This is an optimization exercise on Yosys and OpenROAD, whose aim is small area, a short achievable clock period and few clock cycles, not a production implementation. At most, simulation tests tie the RTL to the original design; equivalence was not proved. No functional check of the RTL was part of run 3. Power figures rest on the tool's default switching activity, not on a simulated workload.

===== design/flow/flow/run.sh =====
#!/bin/bash
# Standard layout, with timing repair aiming for a larger setup slack.
set -euo pipefail
bash standard.sh SETUP_SLACK_MARGIN=7.8 finish > standard_flow.log 2>&1

===== design/flow/standard.sh =====
#!/bin/bash
# synth_recipe.tcl (not shown) runs the flow's synth.tcl, then flattens the netlist and writes it again
# the make line also repeats each setting of config.mk as NAME=value (left out here)
make -C /OpenROAD-flow-scripts/flow DESIGN_CONFIG=/design/flow/config.mk WORK_HOME=/design/flow/orfs CLKGATE_MAP_FILE= SYNTH_SCRIPT=/design/flow/synth_recipe.tcl "${@:-finish}"

===== design/flow/config.mk =====
export PLATFORM = sky130hd
export DESIGN_NAME = RV32I_Processor
export DESIGN_NICKNAME = RV32I_Processor
export VERILOG_FILES = /design/flow/design.v
export SDC_FILE = /design/flow/constraint.sdc
export NUM_CORES = 4
export LEC_CHECK = 0
export CAP_MARGIN = 20
export CORE_MARGIN = 2
export CORE_UTILIZATION = 40
export PLACE_DENSITY = 0.6
export SLEW_MARGIN = 20

===== design/flow/constraint.sdc =====
create_clock -name core_clock -period 11.0 [get_ports {clk}]
set_input_delay 2.2000 -clock core_clock [delete_from_list [all_inputs] [get_ports {clk}]]
set_output_delay 2.2000 -clock core_clock [all_outputs]
set_load 0.01 [all_outputs]

===== design/flow/design.v =====
module ALU(
    input  [31:0] A, B,
    input         Sub, Add, Xor, Or, And, ShiftL, ShiftR, Sra, Slt, Sltu,
    output [31:0] Result, Sum,
    output        Eq, Lt, Ltu
);
    assign Sum = A + B + {31'd0, Sub};
    assign Ltu = A < B;
    assign Lt  = $signed(A) < $signed(B);
    assign Eq  = (A == B);
    function [31:0] rev(input [31:0] x);
        integer i;
        for (i = 0; i < 32; i = i + 1) rev[i] = x[31 - i];
    endfunction
    wire [31:0] ShIn  = ShiftL ? rev(A) : A;
    wire        Fill  = Sra & A[31] & ~ShiftL;
    wire [32:0] ShTmp = $signed({Fill, ShIn}) >>> B[4:0];
    wire [31:0] ShOut = ShiftL ? rev(ShTmp[31:0]) : ShTmp[31:0];
    assign Result = ({32{Add}} & Sum) |
                    ({32{Xor}} & (A ^ B)) |
                    ({32{Or}}  & (A | B)) |
                    ({32{And}} & (A & B)) |
                    ({32{ShiftL | ShiftR}} & ShOut) |
                    {31'd0, (Slt & Lt) | (Sltu & Ltu)};
endmodule
module Control_Unit(
    input  [6:0] opcode,
    output isR, isI, isLoad, isStore, isLUI, isAUIPC, isJALR
);
    assign isR      = (opcode == 7'b0110011);
    assign isI      = (opcode == 7'b0010011);
    assign isLoad   = (opcode == 7'b0000011);
    assign isStore  = (opcode == 7'b0100011);
    assign isLUI    = (opcode == 7'b0110111);
    assign isAUIPC  = (opcode == 7'b0010111);
    assign isJALR   = (opcode == 7'b1100111);
endmodule
module Extend(In, Imm_Ext);
    input  [31:0] In;
    output [31:0] Imm_Ext;
    wire isS = (In[6:0] == 7'b0100011);
    wire isU = (In[4:0] == 5'b10111);    
    assign Imm_Ext = isU ? {In[31:12], 12'b0} :
                     isS ? {{20{In[31]}}, In[31:25], In[11:7]} :
                           {{20{In[31]}}, In[31:20]};
endmodule
module Register_file(clk, WE3, WD3, A1, A2, A3, RD1, RD2);
    input clk, WE3;
    input  [4:0]  A1, A2, A3;
    input  [31:0] WD3;
    output [31:0] RD1, RD2;
    reg [31:0] Register [1:31];
    always @(posedge clk) begin
        if (WE3 & (A3 != 5'h00))
            Register[A3] <= WD3;
    end
    assign RD1 = Register[A1];
    assign RD2 = Register[A2];
endmodule
module Hazard_unit(
    input        ValidD,
    input  [4:0] Rs1D, Rs2D,
    input        UsesRs1D, UsesRs2D, OpAIsRs1D, OpBIsRs2D,
    input        RegWriteE, LoadE,
    input  [4:0] RdE,
    output       StallD, FwdA, FwdB, FwdS
);
    wire hit1 = RegWriteE & (RdE == Rs1D);
    wire hit2 = RegWriteE & (RdE == Rs2D);
    assign StallD = ValidD & LoadE & ((UsesRs1D & hit1) | (UsesRs2D & hit2));
    assign FwdA   = hit1 & OpAIsRs1D;
    assign FwdB   = hit2 & OpBIsRs2D;
    assign FwdS   = hit2;
endmodule
module Branch_Jump_Control(
    input  rEq, rNe, rLt, rGe, rLtu, rGeu,
    input  Eq, Lt, Ltu,
    output Redirect
);
    assign Redirect = (rEq & Eq) | (rNe & ~Eq) | (rLt & Lt) | (rGe & ~Lt) |
                      (rLtu & Ltu) | (rGeu & ~Ltu);
endmodule
module RV32I_Processor(
    input         clk,
    input         rst,
    output [31:0] imem_addr,
    input  [31:0] imem_rdata,
    output [31:0] dmem_addr,
    output [31:0] dmem_wdata,
    output        dmem_we,
    input  [31:0] dmem_rdata
);
    reg        RegWriteW, LoadW, MemWriteW;
    reg [4:0]  RdW;
    reg [31:0] ResultW, WriteDataW;
    wire [31:0] WBDataW = LoadW ? dmem_rdata : ResultW;
    reg FlushR;
    reg  [31:2] PCF;
    wire [31:2] PCPlus4F = PCF + 30'd1;
    assign imem_addr = {PCF, 2'b00};
    reg         BtbValid;
    reg  [11:2] BtbTag, BtbTarget;
    wire        BtbHitF = BtbValid & (PCF[31:12] == 20'd0) & (PCF[11:2] == BtbTag);
    wire        pdJAL = (imem_rdata[6:0] == 7'b1101111);
    wire        pdBr  = (imem_rdata[6:0] == 7'b1100011);
    wire [31:0] pdImmJ = {{12{imem_rdata[31]}}, imem_rdata[19:12], imem_rdata[20], imem_rdata[30:21], 1'b0};
    wire [31:0] pdImmB = {{20{imem_rdata[31]}}, imem_rdata[7], imem_rdata[30:25], imem_rdata[11:8], 1'b0};
    wire [31:2] pdImmBJ = pdJAL ? pdImmJ[31:2] : pdImmB[31:2];
    reg         ValidDr, BtbHitD, isJALD, isBrD;
    reg  [31:0] InstrD;
    reg  [31:2] PCD, ImmBJD;
    wire        ValidD = ValidDr & ~FlushR;
    wire [2:0] f3D  = InstrD[14:12];
    wire [4:0] Rs1D = InstrD[19:15];
    wire [4:0] Rs2D = InstrD[24:20];
    wire [4:0] RdD  = InstrD[11:7];
    wire       PredTakenD = isJALD | (isBrD & InstrD[31]);
    wire isRD, isID, isLoadD, isStoreD, isLUID, isAUIPCD, isJALRD;
    Control_Unit control (
        .opcode(InstrD[6:0]),
        .isR(isRD), .isI(isID), .isLoad(isLoadD), .isStore(isStoreD),
        .isLUI(isLUID), .isAUIPC(isAUIPCD), .isJALR(isJALRD)
    );
    wire usesRs1D = isRD | isID | isLoadD | isStoreD | isBrD | isJALRD;
    wire usesRs2D = isRD | isStoreD | isBrD;
    wire WritesD  = (isRD | isID | isLoadD | isLUID | isAUIPCD | isJALD | isJALRD) & (RdD != 5'd0);
    wire [31:0] ImmD;
    Extend extension (.In(InstrD), .Imm_Ext(ImmD));
    wire [31:0] RD1D, RD2D;
    Register_file rf (
        .clk(clk), .WE3(RegWriteW), .WD3(WBDataW),
        .A1(Rs1D), .A2(Rs2D), .A3(RdW),
        .RD1(RD1D), .RD2(RD2D)
    );
    reg         RegWriteEr, LoadEr, StoreEr, JALREr;
    reg         rEq, rNe, rLt, rGe, rLtu, rGeu;
    reg  [4:0]  RdE;
    wire        RegWriteE = RegWriteEr;
    wire        LoadE     = LoadEr;
    wire StallD, FwdAD, FwdBD, FwdSD;
    Hazard_unit hazard (
        .ValidD(ValidD), .Rs1D(Rs1D), .Rs2D(Rs2D),
        .UsesRs1D(usesRs1D), .UsesRs2D(usesRs2D),
        .OpAIsRs1D(~(isLUID | isAUIPCD)), .OpBIsRs2D(isRD | isBrD),
        .RegWriteE(RegWriteE), .LoadE(LoadE), .RdE(RdE),
        .StallD(StallD), .FwdA(FwdAD), .FwdB(FwdBD), .FwdS(FwdSD)
    );
    wire [31:2] TargetD  = PCD + ImmBJD;
    wire [31:2] PCPlus4D = PCD + 30'd1;
    wire        RedirectD = ValidD & PredTakenD & ~BtbHitD & ~StallD;
    wire [12:2] BtbSumD = {1'b0, PCD[11:2]} + {ImmBJD[12], ImmBJD[11:2]};
    wire        BtbAlloc = ValidD & isBrD & InstrD[31] & ~BtbHitD &
                           (PCD[31:12] == 20'd0) & ~BtbSumD[12];
    wire        RedirectE;
    wire [31:2] TargetE;
    always @(posedge clk or posedge rst) begin
        if (rst)
            PCF <= 30'd0;
        else if (RedirectE)
            PCF <= TargetE;
        else if (!StallD)
            PCF <= RedirectD ? TargetD : BtbHitF ? {20'd0, BtbTarget} : PCPlus4F;
    end
    always @(posedge clk or posedge rst) begin
        if (rst) begin
            ValidDr  <= 1'b0;
            FlushR   <= 1'b0;
            BtbValid <= 1'b0;
        end else begin
            ValidDr <= ~RedirectD;
            FlushR  <= RedirectE;
            if (BtbAlloc)
                BtbValid <= 1'b1;
        end
    end
    always @(posedge clk) begin
        if (BtbAlloc) begin
            BtbTag    <= PCD[11:2];
            BtbTarget <= BtbSumD[11:2];
        end
    end
    always @(posedge clk) begin
        if (!StallD) begin
            InstrD  <= imem_rdata;
            PCD     <= PCF;
            BtbHitD <= BtbHitF;
            isJALD  <= pdJAL;
            isBrD   <= pdBr;
            ImmBJD  <= pdImmBJ;
        end
    end
    wire [31:0] Rs1ValD = (RegWriteW && RdW == Rs1D) ? WBDataW : RD1D;
    wire [31:0] Rs2ValD = (Rs2D == 5'd0) ? 32'd0 :
                          (RegWriteW && RdW == Rs2D) ? WBDataW : RD2D;
    wire [31:0] OpAD = isAUIPCD ? {PCD, 2'b00} :
                       (isLUID | (Rs1D == 5'd0)) ? 32'd0 : Rs1ValD;
    wire        SubD = isRD & (f3D == 3'b000) & InstrD[30];
    wire [31:0] OpBD = (isRD | isBrD) ? (Rs2ValD ^ {32{SubD}}) : ImmD;
    wire        IssueD = ValidD & ~StallD;
    wire        PredD  = InstrD[31];
    wire        isOpD  = isRD | isID;
    reg  [31:0] OpAE, OpBE, StoreDataE;
    reg  [31:2] AltE;
    reg         FwdAE, FwdBE, FwdSE, JumpLinkE;
    reg         SubE, SraE, ShiftLE, ShiftRE, SltE, SltuE, XorE, OrE, AndE, AddE;
    wire        IssueE = IssueD & ~RedirectE;
    always @(posedge clk or posedge rst) begin
        if (rst) begin
            RegWriteEr <= 1'b0;
            LoadEr     <= 1'b0;
            StoreEr    <= 1'b0;
            JALREr     <= 1'b0;
            rEq        <= 1'b0;
            rNe        <= 1'b0;
            rLt        <= 1'b0;
            rGe        <= 1'b0;
            rLtu       <= 1'b0;
            rGeu       <= 1'b0;
        end else begin
            RegWriteEr <= IssueE & WritesD;
            LoadEr     <= IssueE & WritesD & isLoadD;
            StoreEr    <= IssueE & isStoreD;
            JALREr     <= IssueE & isJALRD;
            rEq  <= IssueE & isBrD & ((f3D == 3'b000 & ~PredD) | (f3D == 3'b001 & PredD));
            rNe  <= IssueE & isBrD & ((f3D == 3'b001 & ~PredD) | (f3D == 3'b000 & PredD));
            rLt  <= IssueE & isBrD & ((f3D == 3'b100 & ~PredD) | (f3D == 3'b101 & PredD));
            rGe  <= IssueE & isBrD & ((f3D == 3'b101 & ~PredD) | (f3D == 3'b100 & PredD));
            rLtu <= IssueE & isBrD & ((f3D == 3'b110 & ~PredD) | (f3D == 3'b111 & PredD));
            rGeu <= IssueE & isBrD & ((f3D == 3'b111 & ~PredD) | (f3D == 3'b110 & PredD));
        end
    end
    always @(posedge clk) begin
        RdE        <= RdD;
        OpAE       <= OpAD;
        OpBE       <= OpBD;
        StoreDataE <= Rs2ValD;
        AltE       <= (isBrD & ~PredD) ? TargetD : PCPlus4D;
        FwdAE      <= FwdAD;
        FwdBE      <= FwdBD;
        FwdSE      <= FwdSD;
        JumpLinkE  <= isJALD | isJALRD;
        AddE    <= ~(isOpD | isJALD | isJALRD) | (isOpD & f3D == 3'b000);
        SubE    <= SubD;
        XorE    <= isOpD & (f3D == 3'b100);
        OrE     <= isOpD & (f3D == 3'b110);
        AndE    <= isOpD & (f3D == 3'b111);
        ShiftLE <= isOpD & (f3D == 3'b001);
        ShiftRE <= isOpD & (f3D == 3'b101);
        SraE    <= InstrD[30];
        SltE    <= isOpD & (f3D == 3'b010);
        SltuE   <= isOpD & (f3D == 3'b011);
    end
    wire [31:0] AE = FwdAE ? ResultW : OpAE;
    wire [31:0] BE = FwdBE ? (ResultW ^ {32{SubE}}) : OpBE;
    wire [31:0] SE = FwdSE ? ResultW : StoreDataE;
    wire [31:0] ALUResultE, SumE;
    wire EqE, LtE, LtuE;
    ALU alu (
        .A(AE), .B(BE),
        .Sub(SubE), .Add(AddE), .Xor(XorE), .Or(OrE), .And(AndE),
        .ShiftL(ShiftLE), .ShiftR(ShiftRE), .Sra(SraE), .Slt(SltE), .Sltu(SltuE),
        .Result(ALUResultE), .Sum(SumE), .Eq(EqE), .Lt(LtE), .Ltu(LtuE)
    );
    wire BranchRedirectE;
    Branch_Jump_Control bjc (
        .rEq(rEq), .rNe(rNe), .rLt(rLt), .rGe(rGe), .rLtu(rLtu), .rGeu(rGeu),
        .Eq(EqE), .Lt(LtE), .Ltu(LtuE), .Redirect(BranchRedirectE)
    );
    assign RedirectE = BranchRedirectE | JALREr;
    assign TargetE   = JALREr ? SumE[31:2] : AltE;
    always @(posedge clk or posedge rst) begin
        if (rst) begin
            RegWriteW <= 1'b0;
            MemWriteW <= 1'b0;
        end else begin
            RegWriteW <= RegWriteE;
            MemWriteW <= StoreEr;
        end
    end
    always @(posedge clk) begin
        LoadW      <= LoadEr;
        RdW        <= RdE;
        ResultW    <= ALUResultE | ({32{JumpLinkE}} & {AltE, 2'b00});
        WriteDataW <= SE;
    end
    assign dmem_addr  = ResultW;
    assign dmem_wdata = WriteDataW;
    assign dmem_we    = MemWriteW;
endmodule

==> key figures, run 1 <==
Cells and area
  – Core Util, Final: 48.81%
  – Final Net Count: 5383
  – P&R area growth vs syn: 21.32%
  – Share of cells above drive strength 1: a little over a third

Yosys
  – Synth warn: 3
  – Synth top area cells: edfxtp_1, mux4_2, dfxtp_1, mux2i_1, ha_1
  – #FFs+latches synth: between 1000 and 1500
  – Post-Synth XOR/XNOR Area: 1.956%
  – Syn avg cell area: 14.43 um2
  – Cell area after synthesis: 69860 um2
  – Sequential share of the synthesized area: around 55%
  – Synthesized netlist cell count: 4840
  – Main combinational cell family by area after synthesis: multiplexers
  – Post-Synth Adder-Cell Area: 2.378%
  – Simple-Gate Fraction of Synth Area: 5.898%
  – Post-synthesis compound-gate area fraction: between 8 and 9%
  – Dominant synthesized flop cell: edfxtp_1
  – Share of the synthesized area in the top cell type: 46.81%
  – Post-synth EDFFs: 1089
  – Post-synth top area cell: edfxtp_1
  – Asr flop ratio synth: 3.311%
  – Multiplexer area fraction after synthesis: 23.88%
  – Netlist cell types: 94

Clock tree
  – Clk sinks: approximately 1400
  – Num CTS Buffers: 147
  – Worst-case clock buffer depth: 3
  – Clock latency on the worst-skew pair: 0.83 ns
  – CTS clk-pin slew, worst paths: 0.06 ns
  – Hold buffer count at CTS: 0
  – H-tree level count: 4
  – Root Buffer Master: clkbuf_16
  – TritonCTS clock tree: yes

Placed design
  – DP Wirelength: 161.9 mm
  – GPL Wtd Cong: 0.9827
  – I/O Buffers: 160

GRT
  – Initial antenna violation count: 24
  – GRT Residual Overflow: 0
  – Grt met3 use: 6.126%
  – GRT busiest layer: met2
  – GRT Util Overall: 29.51%
  – Largest net degree at the start of global routing: 78
  – Vias in the first global route: 47670
  – Global-route wire length before repair: approximately 370 mm
  – GR Util met2: 46.95%
  – Global-route track usage on met1: 37.21%

Critical path
  – Worst Path Buf+Inv: 3
  – Worst reg2reg endpoint: PCF[7]$_DFFE_PP0P_
  – Setup crit end: PCF[7]$_DFFE_PP0P_
  – Critical path's top delay family: simple AND/OR/NAND/NOR gates
  – R2R Path Start: FwdBE$_DFF_P_
  – Cell mode on critical path: mux2_4
  – Slowest cell delay on critical path: 0.54 ns
  – Required @ worst endpoint: approximately 12 ns
  – CP arrival: 4.85 ns
  – R2r worst-path depth: 14
  – Worst setup EP type: flip-flop
  – Cell with the largest stage delay on the worst path: or4b_4
  – Worst R2R Setup Slack: 6.86 ns
  – Critical path depth: 14
  – Crit Path Max Fanout: 27
  – CP Launch Point: FwdBE$_DFF_P_
  – Crit Path Category: reg2reg
  – Cell Chain, Critical Path: buf_12 -> nor2_1 -> a21oi_1 -> ha_1 -> inv_1 -> nand4_1 -> nor2_1 -> nand4_2 -> mux2_4 -> or4b_4 -> a22oi_4 -> buf_12 -> mux2_4 -> mux2_4
  – Crit path launch type: flip-flop

STA
  – Final Hold Fails: 0
  – Maximum clock frequency: 241.7 MHz
  – Worst Skew: 0.03499 ns
  – Crit path time final: 4.138 ns
  – Final period util: a little under two fifths
  – Worst-Margin Slew: 1.241 ns
  – Final Max Tran Viols: 0
  – Relative slew slack: 17.28%
  – Fin Setup TNS: 0 ns
  – RSZ-0062 raised after global routing: yes
  – Final-report setup violation count: 0

Power
  – P per Cell Area: 192.0 nW/um2
  – Leakage: 29.30 nW
  – VDD IR max: 184.7 uV

Worst hold path
  – Worst min-delay path class: reg2reg
  – Worst Min Path Start: RdE[4]$_DFF_P_

Route
  – Routed vias: about 50000
  – Via-per-instance ratio: 6.500
  – Drt drc: 0
  – Drt wl/cell: 35.92 um
  – Detailed Route WL: approximately 270 mm
  – Routed Antenna Nets: 0
  – DR pass1 iterations: 7
  – Iter 0 DRT Violations: 7328

Floorplan
  – Rows: between 150 and 200
  – Full die area: 178000 um2
  – # IOs: 163
  – Core area: 173600 um2
  – Die width: 421.9 um
  – Starting Density: 40.24%
  – Die Span Y: roughly 420 um

Outcome
  – Outcome: complete, no violations

Job
  – Max-cap violations: 0
==> stage by stage <==
step                setup WS, ns  instance area (um2)  hold WS (ns)  power, mW  std cells
detailed placement         5.710                74730        0.3843      10.21       7072
global placement           5.734                74730        0.3877      10.19       7072
finish                     6.862                84750        0.3975      16.27       7641
CTS                        6.905                83070        0.3975      15.86       7539
global route               6.798                84730        0.4046      16.67       7632
floorplan                  6.885                70660        0.3312      8.659       4841
==> per-layer routing <==
| layer | vias up | part of all wire, % |
|---|---|---|
| met3 | 719 | 10 |
| met4 | 22 | 6.7 |
| met2 | 3169 | 47 |
| met5 | - | 0.050 |
| li1 | 20040 | - |
| met1 | 25720 | 37 |
==> how the worst min path moves through the flow <==
| stage | cells after the start | endpoint | slack, ns |
|---|---|---|---|
| 2_1_floorplan | 0 | MemWriteW$_DFF_PP0_ | 0.33 |
| 3_3_place_gp | 0 | RdW[2]$_DFF_P_ | 0.39 |
| 3_5_place_dp | 0 | RdW[2]$_DFF_P_ | 0.38 |
| 4_1_cts | 0 | RdW[2]$_DFF_P_ | 0.40 |
| 5_1_grt | 0 | MemWriteW$_DFF_PP0_ | 0.40 |
| 6_report | 0 | RdW[4]$_DFF_P_ | 0.40 |
==> flip-flops by register name (all words and copies together) (netlist names), 10 cells and up, named ones only <==
register and flops:
AltE 30, BtbTag 10, BtbTarget 10, ImmBJD 12
InstrD 32, OpAE 32, OpBE 32, PCD 30
PCF 30, ResultW 32, StoreDataE 32, WriteDataW 32
rf.Register 992
==> final cells by class <==
cell class / instances / area (um2)
repair buffers: 526 / 5719
clock buffers: 203 / 4198
flip-flops and latches: 1359 / 38580
multi-input cells: 3047 / 32260
diodes: 12 / 30.03
fillers: 14760 / 88880
clock inverters: 64 / 640.6
inverters: 105 / 424.2
well taps: 2325 / 2909
==> layout by cell type, fill, tap and decap left out, types with 20 or more instances in the layout <==
cell / n
inv_1: 95
nor3_1: 34
nand4_1: 25
buf_6: 110
nor2b_1: 22
nand2_1: 237
xor2_1: 43
a211oi_1: 101
buf_4: 260
mux4_2: 580
clkdlybuf4s50_1: 45
nor2_4: 24
clkbuf_16: 158
o211ai_1: 38
a221o_1: 22
a21o_1: 38
dfxtp_4: 46
dfrtp_2: 30
a21oi_2: 45
clkinv_2: 20
a21oi_1: 209
nand3_1: 48
o21ai_1: 25
dfxtp_2: 27
buf_12: 36
o21ai_0: 158
nor2_1: 344
mux2_2: 115
a211oi_2: 28
ha_4: 21
mux2_4: 48
edfxtp_1: 1089
or3_1: 23
xnor2_1: 86
and3_1: 28
clkbuf_1: 33
ha_1: 98
mux2i_1: 192
dfxtp_1: 152
==> cell families (layout without fill, tap and decap cells) <==
| kind of cell | count (synthesis) | after routing |
|---|---|---|
| flip-flops | 1359 | 1359 |
| buffers and inverters | 466 | 898 |
| AO/OA/AOI/OAI | 894 | 894 |
| XOR/XNOR | 156 | 156 |
| other | 1 | 14 |
| adder cells (fa/ha/maj) | 131 | 131 |
| multiplexers | 925 | 956 |
| AND/OR/NAND/NOR | 908 | 908 |
==> repair_timing <==
| action | CTS | global route |
|---|---|---|
| setup buffers | 166 | 71 |
| gates resized for setup | 838 | 188 |
| hold endpoints to repair | 0 | 0 |
| endpoints found under the setup margin | 280 | 278 |
| cloned | 34 | 19 |
| pin swaps | 54 | 66 |
==> synthesized netlist by cell type, types with 52 or more instances <==
cell      count
a211oi_1    136
a21oi_1     255
buf_1        76
buf_2        56
clkbuf_1    220
dfxtp_1     225
edfxtp_1   1089
ha_1        128
inv_1       101
mux2_2      131
mux2i_1     213
mux4_2      580
nand2_1     239
nand3_1      52
nor2_1      374
nor3_1       52
o21ai_0     182
xnor2_1     108
==> power by group <==
| part | internal (mW) | total, mW | switching, mW |
|---|---|---|---|
| registers | 6.31 | 6.76 | 0.450 |
| logic | 1.79 | 4.48 | 2.69 |
| clock network | 2.89 | 5.03 | 2.13 |
Testbench counts, summed over its fixed seeds: cycles 61,321.
==> inputs of run 2 (changes only) <==
==> design/flow/flow/run.sh (replaced) <==
#!/bin/bash
# Standard layout, with timing repair aiming for a larger setup slack.
set -euo pipefail
bash standard.sh SETUP_SLACK_MARGIN=7.0 finish > standard_flow.log 2>&1
==> key figures, run 2 <==
Yosys
  – Synth warn: 3 (unchanged)
  – Syn avg cell area: 14.43 um2 (unchanged)
  – Main combinational cell family by area after synthesis: multiplexers
  – Multiplexer area fraction after synthesis: 23.88% (unchanged)
  – Top post-synthesis cells by count: edfxtp_1, mux4_2, nor2_1
  – Simple-Gate Fraction of Synth Area: 5.898% (unchanged)
  – Synthesized netlist cell count: 4840 (unchanged)
  – Dominant synthesized flop cell: edfxtp_1
  – Sequential share of the synthesized area: 54.87% (unchanged)
  – Post-synth top area cell: edfxtp_1
  – Share of the synthesized area in the top cell type: 46.81% (unchanged)
  – Post-synthesis compound-gate area fraction: 8.337% (unchanged)
  – Cell area after synthesis: 69860 um2 (unchanged)
  – Synth top area cells: edfxtp_1, mux4_2, dfxtp_1, mux2i_1, ha_1
  – Post-Synth Adder-Cell Area: 2.378% (unchanged)
  – Netlist cell types: 94 (unchanged)
  – Top-count cell post-synth: edfxtp_1
  – #FFs+latches synth: 1359 (unchanged)
  – Asr flop ratio synth: 3.311% (unchanged)
  – Post-synth EDFFs: 1089 (unchanged)
  – Post-Synth XOR/XNOR Area: 1.956% (unchanged)

Route
  – Drt wl/cell: 34.59 um (-3.7%)
  – Met2 wire length: 120.4 mm (-5.8%)
  – DR pass1 iterations: 6 (-1)
  – Iter 0 DRT Violations: 6132 (-16%)
  – Drt drc: 0 (unchanged)
  – Via-per-instance ratio: 6.442 (-0.90%)
  – Routed Antenna Nets: 0 (unchanged)
  – M1 WL: 96.12 mm (-4.2%)
  – Detailed Route WL: 258.8 mm (-5.7%)
  – Top layer in use: met5
  – Routed vias: 48190 (-3.0%)
  – Metal3 WL: 23.30 mm (-16%)

GRT
  – GRT Residual Overflow: 0 (unchanged)
  – Initial antenna violation count: 7 (-71%)
  – Global-route wire length before repair: 358.7 mm (-3.0%)
  – Vias in the first global route: 46760 (-1.9%)
  – GRT Util Overall: 28.41% (-1.1 points)
  – Largest net degree at the start of global routing: 104 (+33%)

Cells and area
  – Number of flip-flops in the largest register: 992 (unchanged)
  – Largest reg by FF count: rf.Register
  – Most frequent cells in the layout: edfxtp_1, mux4_2, nor2_1, nand2_1, a21oi_1
  – P&R area growth vs syn: 16.69%
  – Share of cells above drive strength 1: 27.77% (-7.1 points)
  – Layout fillers: 15050 (+2.0%)
  – Final Cell Area: 81520 um2 (-3.8%)
  – Final std cells w/o fill: 7481 (-2.1%)
  – Core Util, Final: 46.95% (-1.9 points)
  – Final Net Count: 5225 (-2.9%)
  – Commonest non-fill, non-tap cell in the layout: edfxtp_1

Floorplan
  – Rows: 153 (unchanged)
  – Die Span Y: 421.9 um (unchanged)
  – Die width: 421.9 um (unchanged)
  – Full die area: 178000 um2 (unchanged)
  – Starting Density: 40.24% (unchanged)
  – # IOs: 163 (unchanged)
  – Core area: 173600 um2 (unchanged)

Placed design
  – I/O Buffers: 160 (unchanged)
  – GPL Wtd Cong: 0.9995 (+1.7%)
  – Area after DPL: 74170 um2 (-0.74%)
  – Cells after DPL: 7067 (-0.071%)
  – DP Wirelength: 159.6 mm (-1.5%)

STA
  – Crit path time final: 4.077 ns (-0.06124 ns)
  – Final Max Tran Viols: 0 (unchanged)
  – Final period util: 37.06% (-0.56 points)
  – Worst Skew: 0.02839 ns (-0.006593 ns)
  – Relative slew slack: 23.69% (+6.4 points)
  – RSZ-0062 raised after global routing: yes
  – Worst-Margin Slew: 1.145 ns (-0.09615 ns)
  – Final Hold Fails: 0 (unchanged)
  – Maximum clock frequency: 245.3 MHz (+1.5%)
  – Final-report setup violation count: 0 (unchanged)
  – Fin Setup TNS: 0 ns (unchanged)

Critical path
  – Crit Path Max Fanout: 11 (-59%)
  – Required @ worst endpoint: 11.67 ns (-0.04 ns)
  – Crit path launch type: flip-flop
  – CP arrival: 4.75 ns (-0.10 ns)
  – Worst setup EP type: flip-flop
  – Crit Path Category: reg2reg

Clock tree
  – Worst-case clock buffer depth: 3 (unchanged)
  – Clk sinks: 1359 (unchanged)
  – CTS clk-pin slew, worst paths: 0.06 ns (about the same)
  – Num CTS Buffers: 147 (unchanged)
  – Clock latency on the worst-skew pair: 0.80 ns (-0.03 ns)
  – TritonCTS clock tree: yes
  – H-tree level count: 4 (unchanged)
  – Root Buffer Master: clkbuf_16

Job
  – Max-cap violations: 0 (unchanged)

Power
  – Leakage: 27.64 nW (-5.7%)
  – P per Cell Area: 189.1 nW/um2 (-1.5%)
  – VDD IR max: 173.9 uV (-5.8%)
  – Post-route total power: 15.42 mW (-5.2%)

Outcome
  – Outcome: complete, no violations

Worst hold path
  – Worst min-delay path class: reg2reg
[run 2: through the flow]
stage / setup WS (ns) / hold slack [ns]
2_1_floorplan: 6.878 / 0.3312
3_3_place_gp: 5.159 / 0.3832
3_5_place_dp: 5.119 / 0.3841
4_1_cts: 6.985 / 0.3870
5_1_grt: 6.885 / 0.4068
6_report: 6.923 / 0.3875
[run 2: area by class of cell]
cell class | count | area, um2 | share of cell area (%)
flip-flops and latches | 1359 | 38530 | 47.27
multi-input cells | 3017 | 30850 | 37.84
clock buffers | 205 | 4133 | 5.070
repair buffers | 397 | 4035 | 4.950
well taps | 2325 | 2909 | 3.569
clock inverters | 65 | 630.6 | 0.7736
inverters | 105 | 406.6 | 0.4988
diodes | 7 | 17.52 | 0.02149
repair inverters | 1 | 5.005 | 0.006139
[run 2: timing repair]
action                                  in CTS  in global routing
hold endpoints to repair                     0                  0
endpoints found under the setup margin     184                 58
resized for setup                          267                 92
gates cloned                                11                  5
pin swaps                                   15                 31
setup buffers                               85                 36
hold buffers                                 0                  0
[run 2: worst paths after layout]
path                                     start                  end  slack, ns  cells after the start
worst max-delay path             FwdAE$_DFF_P_   PCF[7]$_DFFE_PP0P_       6.92                     13
worst min-delay path            RdE[1]$_DFF_P_       RdW[1]$_DFF_P_       0.39                      0
worst max register to register   FwdAE$_DFF_P_   PCF[7]$_DFFE_PP0P_       6.92                     13
worst min register to register  RdE[1]$_DFF_P_       RdW[1]$_DFF_P_       0.39                      0
max in group asynchronous                  rst  PCF[16]$_DFFE_PP0P_       8.51                      3
min in group asynchronous                  rst  PCF[21]$_DFFE_PP0P_       1.94                      3
[run 2: worst max-delay path: stages (launching register included)]
cell	delay, ns
dfxtp_4	0.45
buf_16	0.18
mux2_2	0.39
ha_4	0.37
inv_1	0.06
a21oi_1	0.27
a21oi_2	0.11
o31ai_2	0.37
a21boi_2	0.25
or4b_4	0.52
a22oi_4	0.23
buf_12	0.17
mux2_4	0.30
mux2_2	0.26
[run 2: power breakdown]
part | leakage [nW] | internal (mW) | switching [mW]
registers | 12.3 | 6.32 | 0.523
logic | 13.0 | 1.36 | 2.27
clock network | 2.31 | 2.84 | 2.11
total | 27.6 | 10.5 | 4.89
[run 2: cells by family after synthesis]
| family | count (synthesis) |
|---|---|
| other | 1 |
| buffers and inverters | 466 |
| AOI/OAI and AO/OA | 894 |
| muxes | 925 |
| adders and majority gates | 131 |
| and+or+nand+nor | 908 |
| xor gates and xnor gates | 156 |
| DFF | 1359 |
[run 2: routing by layer]
metal | vias up | track usage, %
li1 | 19680 | -
met1 | 24950 | 36.37
met2 | 2845 | 44.47
met3 | 712 | 5.409
met4 | 4 | 18.11
met5 | - | 0
==> inputs of run 3 (changes only) <==
--- a/design/flow/design.v
+++ b/design/flow/design.v
@@ -1,13 +1,11 @@
 module ALU(
     input  [31:0] A, B,
     input         Sub, Add, Xor, Or, And, ShiftL, ShiftR, Sra, Slt, Sltu,
-    output [31:0] Result, Sum,
-    output        Eq, Lt, Ltu
-);
-    assign Sum = A + B + {31'd0, Sub};
-    assign Ltu = A < B;
-    assign Lt  = $signed(A) < $signed(B);
-    assign Eq  = (A == B);
+    input         Lt, Ltu,
+    output [31:0] Result, Sum
+);
+    wire [32:0] SumC = {A, 1'b1} + {B, Sub};
+    assign Sum = SumC[32:1];
     function [31:0] rev(input [31:0] x);
         integer i;
         for (i = 0; i < 32; i = i + 1) rev[i] = x[31 - i];
@@ -189,13 +187,28 @@
             ImmBJD  <= pdImmBJ;
         end
     end
-    wire [31:0] Rs1ValD = (RegWriteW && RdW == Rs1D) ? WBDataW : RD1D;
-    wire [31:0] Rs2ValD = (Rs2D == 5'd0) ? 32'd0 :
-                          (RegWriteW && RdW == Rs2D) ? WBDataW : RD2D;
-    wire [31:0] OpAD = isAUIPCD ? {PCD, 2'b00} :
-                       (isLUID | (Rs1D == 5'd0)) ? 32'd0 : Rs1ValD;
-    wire        SubD = isRD & (f3D == 3'b000) & InstrD[30];
-    wire [31:0] OpBD = (isRD | isBrD) ? (Rs2ValD ^ {32{SubD}}) : ImmD;
+    wire        WbHit1 = RegWriteW & (RdW == Rs1D);
+    wire        WbHit2 = RegWriteW & (RdW == Rs2D);
+    wire        Rs1Live = ~(isLUID | isAUIPCD) & (Rs1D != 5'd0);
+    wire        Rs2Live = (Rs2D != 5'd0);
+    wire        SubD    = isRD & (f3D == 3'b000) & InstrD[30];
+    wire        BRs2D   = isRD | isBrD;
+    wire a_rf = Rs1Live & ~WbHit1;
+    wire a_ld = Rs1Live & WbHit1 & LoadW;
+    wire a_rw = Rs1Live & WbHit1 & ~LoadW;
+    wire s_rf = Rs2Live & ~WbHit2;
+    wire s_ld = Rs2Live & WbHit2 & LoadW;
+    wire s_rw = Rs2Live & WbHit2 & ~LoadW;
+    wire [31:0] SubMask = {32{SubD}};
+    wire [31:0] OpAD = ({32{a_rf}} & RD1D) | ({32{a_ld}} & dmem_rdata) |
+                       ({32{a_rw}} & ResultW) | ({32{isAUIPCD}} & {PCD, 2'b00});
+    wire [31:0] Rs2ValD = ({32{s_rf}} & RD2D) | ({32{s_ld}} & dmem_rdata) |
+                          ({32{s_rw}} & ResultW);
+    wire [31:0] OpBD = ({32{s_rf & BRs2D}} & (RD2D ^ SubMask)) |
+                       ({32{s_ld & BRs2D}} & (dmem_rdata ^ SubMask)) |
+                       ({32{s_rw & BRs2D}} & (ResultW ^ SubMask)) |
+                       ({32{~Rs2Live & SubD}}) |
+                       ({32{~BRs2D}} & ImmD);
     wire        IssueD = ValidD & ~StallD;
     wire        PredD  = InstrD[31];
     wire        isOpD  = isRD | isID;
@@ -253,13 +266,20 @@
     wire [31:0] AE = FwdAE ? ResultW : OpAE;
     wire [31:0] BE = FwdBE ? (ResultW ^ {32{SubE}}) : OpBE;
     wire [31:0] SE = FwdSE ? ResultW : StoreDataE;
+    wire eqAB = (OpAE == OpBE),    ltuAB = (OpAE < OpBE);
+    wire eqRB = (ResultW == OpBE), ltuRB = (ResultW < OpBE);
+    wire eqAR = (OpAE == ResultW), ltuAR = (OpAE < ResultW);
+    wire EqE  = FwdAE ? (FwdBE | eqRB) : (FwdBE ? eqAR : eqAB);
+    wire LtuE = FwdAE ? (~FwdBE & ltuRB) : (FwdBE ? ltuAR : ltuAB);
+    wire A31  = FwdAE ? ResultW[31] : OpAE[31];
+    wire B31  = FwdBE ? ResultW[31] : OpBE[31];
+    wire LtE  = (A31 ^ B31) ? A31 : LtuE;
     wire [31:0] ALUResultE, SumE;
-    wire EqE, LtE, LtuE;
     ALU alu (
-        .A(AE), .B(BE),
+        .A(AE), .B(BE), .Lt(LtE), .Ltu(LtuE),
         .Sub(SubE), .Add(AddE), .Xor(XorE), .Or(OrE), .And(AndE),
         .ShiftL(ShiftLE), .ShiftR(ShiftRE), .Sra(SraE), .Slt(SltE), .Sltu(SltuE),
-        .Result(ALUResultE), .Sum(SumE), .Eq(EqE), .Lt(LtE), .Ltu(LtuE)
+        .Result(ALUResultE), .Sum(SumE)
     );
     wire BranchRedirectE;
     Branch_Jump_Control bjc (
==> design/flow/flow/run.sh (replaced) <==
#!/bin/bash
# Standard layout, with timing repair aiming for a larger setup slack.
set -euo pipefail
bash standard.sh SETUP_SLACK_MARGIN=7.5 finish > standard_flow.log 2>&1
==> key figures, run 3 <==
Outcome
  – Outcome: complete, no violations

Route
  – Iter 0 DRT Violations: 6851 (+12%)
  – Drt wl/cell: 34.44 um (-0.42%)
  – DR pass1 iterations: 8 (+2)
  – Detailed Route WL: 271.2 mm (+4.8%)
  – Routed Antenna Nets: 0 (unchanged)
  – Via-per-instance ratio: 6.436 (about the same)
  – Drt drc: 0 (unchanged)
  – Routed vias: 50680 (+5.2%)

Critical path
  – Worst Path Buf+Inv: 6 (+3)
  – Cell mode on critical path: buf_12
  – Critical path's top delay family: buffers and inverters
  – Crit Path Max Fanout: 6 (-5)
  – Slowest cell delay on critical path: 0.37 ns (-0.15 ns)
  – Cell with the largest stage delay on the worst path: dfxtp_4
  – Required @ worst endpoint: 11.72 ns (+0.05 ns)
  – Crit Path Category: reg2reg
  – CP arrival: 4.43 ns (-0.32 ns)
  – Crit path launch type: flip-flop
  – Worst setup EP type: flip-flop
  – Cell Chain, Critical Path: buf_12 -> clkinvlp_4 -> ha_4 -> nand4_1 -> nor4_4 -> buf_6 -> nand2_8 -> a211oi_4 -> o22a_1 -> mux2_4 -> o221ai_4 -> nor2_4 -> buf_12 -> clkinv_16 -> buf_12 -> mux2i_1

Cells and area
  – Final std cells w/o fill: 7874 (+5.3%)
  – Final Net Count: 5646 (+8.1%)
  – Core Util, Final: 48.54% (+1.6 points)
  – Multi-input logic area: 33270 um2 (+7.8%)
  – Share of cells above drive strength 1: 32.53% (+4.8 points)
  – Layout fillers: 15090 (+0.29%)
  – Final Cell Area: 86510 um2 (+6.1%)
  – P&R area growth vs syn: 20.63%
  – Register area: 38530 um2 (about the same)
  – Number of flip-flops in the largest register: 992 (unchanged)
  – Most frequent cells in the layout: edfxtp_1, mux4_2, nand2_1, buf_4
  – Commonest non-fill, non-tap cell in the layout: edfxtp_1
  – Largest reg by FF count: rf.Register

STA
  – RSZ-0062 raised after global routing: yes
  – Final period util: 33.71% (-3.3 points)
  – Maximum clock frequency: 269.7 MHz (+9.9%)
  – Final Max Tran Viols: 0 (unchanged)
  – Post-layout worst setup margin: 7.292 ns (+0.3682 ns)
  – Crit path time final: 3.708 ns (-0.3682 ns)
  – Hold WS: 0.3725 ns (-0.01491 ns)
  – Final Hold Fails: 0 (unchanged)
  – Fin Setup TNS: 0 ns (unchanged)
  – Relative slew slack: 30.28% (+6.6 points)
  – Final-report setup violation count: 0 (unchanged)
  – Worst Skew: 0.04838 ns (+0.01999 ns)
  – Worst-Margin Slew: 1.046 ns (-0.09890 ns)

Placed design
  – Area after DPL: 76380 um2 (+3.0%)
  – GPL Wtd Cong: 1.014 (+1.4%)
  – DP Worst Slack: 5.250 ns (+0.1309 ns)
  – Cells after DPL: 7339 (+3.8%)
  – DP Wirelength: 162.3 mm (+1.7%)
  – I/O Buffers: 160 (unchanged)

Floorplan
  – Full die area: 182700 um2 (+2.6%)
  – Starting Density: 40.24% (about the same)
  – Core area: 178200 um2 (+2.6%)
  – Die width: 427.4 um (+1.3%)
  – # IOs: 163 (unchanged)
  – Rows: 155 (+1.3%)
  – Die Span Y: 427.4 um (+1.3%)

Yosys
  – Top-count cell post-synth: edfxtp_1
  – Top post-synthesis cells by count: edfxtp_1, mux4_2, nand2_1
  – Cell area after synthesis: 71720 um2 (+2.7%)
  – Simple-Gate Fraction of Synth Area: 6.127% (+0.23 points)
  – Multiplexer area fraction after synthesis: 23.92% (+0.035 points)
  – #FFs+latches synth: 1359 (unchanged)
  – Main combinational cell family by area after synthesis: multiplexers
  – Dominant synthesized flop cell: edfxtp_1
  – Post-Synth XOR/XNOR Area: 2.111% (+0.16 points)
  – Asr flop ratio synth: 3.311% (unchanged)
  – Post-synthesis compound-gate area fraction: 7.980% (-0.36 points)
  – Netlist cell types: 102 (+8.5%)
  – Sequential share of the synthesized area: 53.45% (-1.4 points)
  – Share of the synthesized area in the top cell type: 45.60% (-1.2 points)
  – Post-synth top area cell: edfxtp_1
  – Synthesized netlist cell count: 5038 (+4.1%)
  – Post-synth EDFFs: 1089 (unchanged)
  – Synth top area cells: edfxtp_1, mux4_2, dfxtp_1, mux2i_1, ha_1
  – Post-Synth Adder-Cell Area: 3.402% (+1.0 points)
  – Syn avg cell area: 14.23 um2 (-1.4%)
  – Synth warn: 3 (unchanged)

GRT
  – Vias in the first global route: 49040 (+4.9%)
  – GRT Residual Overflow: 0 (unchanged)
  – Largest net degree at the start of global routing: 80 (-23%)
  – GRT Util Overall: 29.20% (+0.78 points)
  – Initial antenna violation count: 8 (+1)
  – Global-route wire length before repair: 375.1 mm (+4.6%)

Worst hold path
  – Worst min-delay path class: reg2reg

Clock tree
  – Worst-case clock buffer depth: 3 (unchanged)
  – Num CTS Buffers: 151 (+2.7%)
  – Hold buffer count at CTS: 0 (unchanged)
  – TritonCTS clock tree: yes
  – CTS clk-pin slew, worst paths: 0.06 ns (about the same)
  – H-tree level count: 4 (unchanged)
  – Clk sinks: 1359 (unchanged)
  – Clock latency on the worst-skew pair: 0.83 ns (+0.03 ns)
  – Root Buffer Master: clkbuf_16

Power
  – P per Cell Area: 198.8 nW/um2 (+5.1%)
  – Post-route total power: 17.20 mW (+12%)
  – Leakage: 30.32 nW (+9.7%)
  – VDD IR max: 213.1 uV (+23%)

Job
  – Max-cap violations: 0 (unchanged)
run 3: metal layers:
layer  routed length [um]  global-route usage, %  vias to the layer above
met3                25700                  6.240                      840
met2               126000                  46.20                     3205
met1                97790                  36.22                    25950
met5                   55                      0                        -
li1                     -                      -                    20680
met4                21630                  19.15                        8
run 3: logic make-up (layout without fill, tap and decap cells):
group | Yosys count | count (layout)
DFF | 1359 | 1359
and+or+nand+nor | 959 | 960
muxes | 941 | 941
AOI/OAI and AO/OA | 888 | 889
buffers and inverters | 524 | 1001
adders and majority gates | 194 | 194
xor gates and xnor gates | 172 | 172
other | 1 | 3
run 3: timing repair:
| action | 4_1_cts | 5_1_grt |
|---|---|---|
| pin swaps | 27 | 71 |
| gates resized for setup | 764 | 236 |
| cloned | 11 | 6 |
| setup endpoints to repair | 322 | 210 |
| setup buffers | 162 | 71 |
run 3: power breakdown:
part / leakage, nW / total [mW] / switching [mW] / internal [mW]
clock network: 2.63 / 5.49 / 2.24 / 3.25
registers: 12.4 / 6.84 / 0.483 / 6.35
logic: 15.3 / 4.88 / 2.92 / 1.96
run 3: area by class of cell:
type                            count  share of cell area, %
Tap cell                         2355                  3.406
Sequential cell                  1359                  44.54
Timing Repair inverter              1                0.01012
Inverter                          180                 0.8519
Multi-Input combinational cell   3158                  38.46
Timing Repair Buffer              536                  6.506
Clock buffer                      192                  4.908
Clock inverter                     92                  1.319
Antenna cell                        1               0.002893
run 3: worst paths after layout:
kind	cells past startpoint	slack (ns)	start	endpoint
hold / removal	0	0.37	LoadEr$_DFF_PP0_	LoadW$_DFF_P_
max in group asynchronous	3	8.49	rst	PCF[30]$_DFFE_PP0P_
setup / recovery	16	7.29	ResultW[30]$_DFF_P_	PCF[14]$_DFFE_PP0P_
hold reg to reg	0	0.37	LoadEr$_DFF_PP0_	LoadW$_DFF_P_
min in group asynchronous	3	1.93	rst	BtbValid$_DFFE_PP0P_
setup reg to reg	16	7.29	ResultW[30]$_DFF_P_	PCF[14]$_DFFE_PP0P_

separate check: timing with driven ports:
No port has a modelled driver above. Below, the same layouts with a new extraction and two added sets of constraints.
Step 1: set_driving_cell puts a clkbuf_16 on clk and a buf_2 on each other input, an assumption about the parent block.
Step 2 times the ports against the registers' clock, not the clock port: input delays grow and output delays shrink by t, the midpoint of the rising clock arrivals with the driver on.
Three values: ideal, step 1, step 2; two values: the first two.
run	shift t [ns]	setup slack, ns	hold WS [ns]	worst setup path after step 2
run 1	0.888	6.862 / 6.862 / 6.862	0.397 / 0.397 / 0.397	register to register
run 2	0.875	6.923 / 6.923 / 6.360	0.387 / 0.387 / 0.387	input to register
run 3	0.904	7.292 / 7.225 / 6.649	0.373 / 0.373 / 0.373	input to register
After both steps every run listed still meets setup and hold. The setup slack of run 3, which loses most, moves by -0.067 ns with the drivers and by -0.643 ns with both steps.
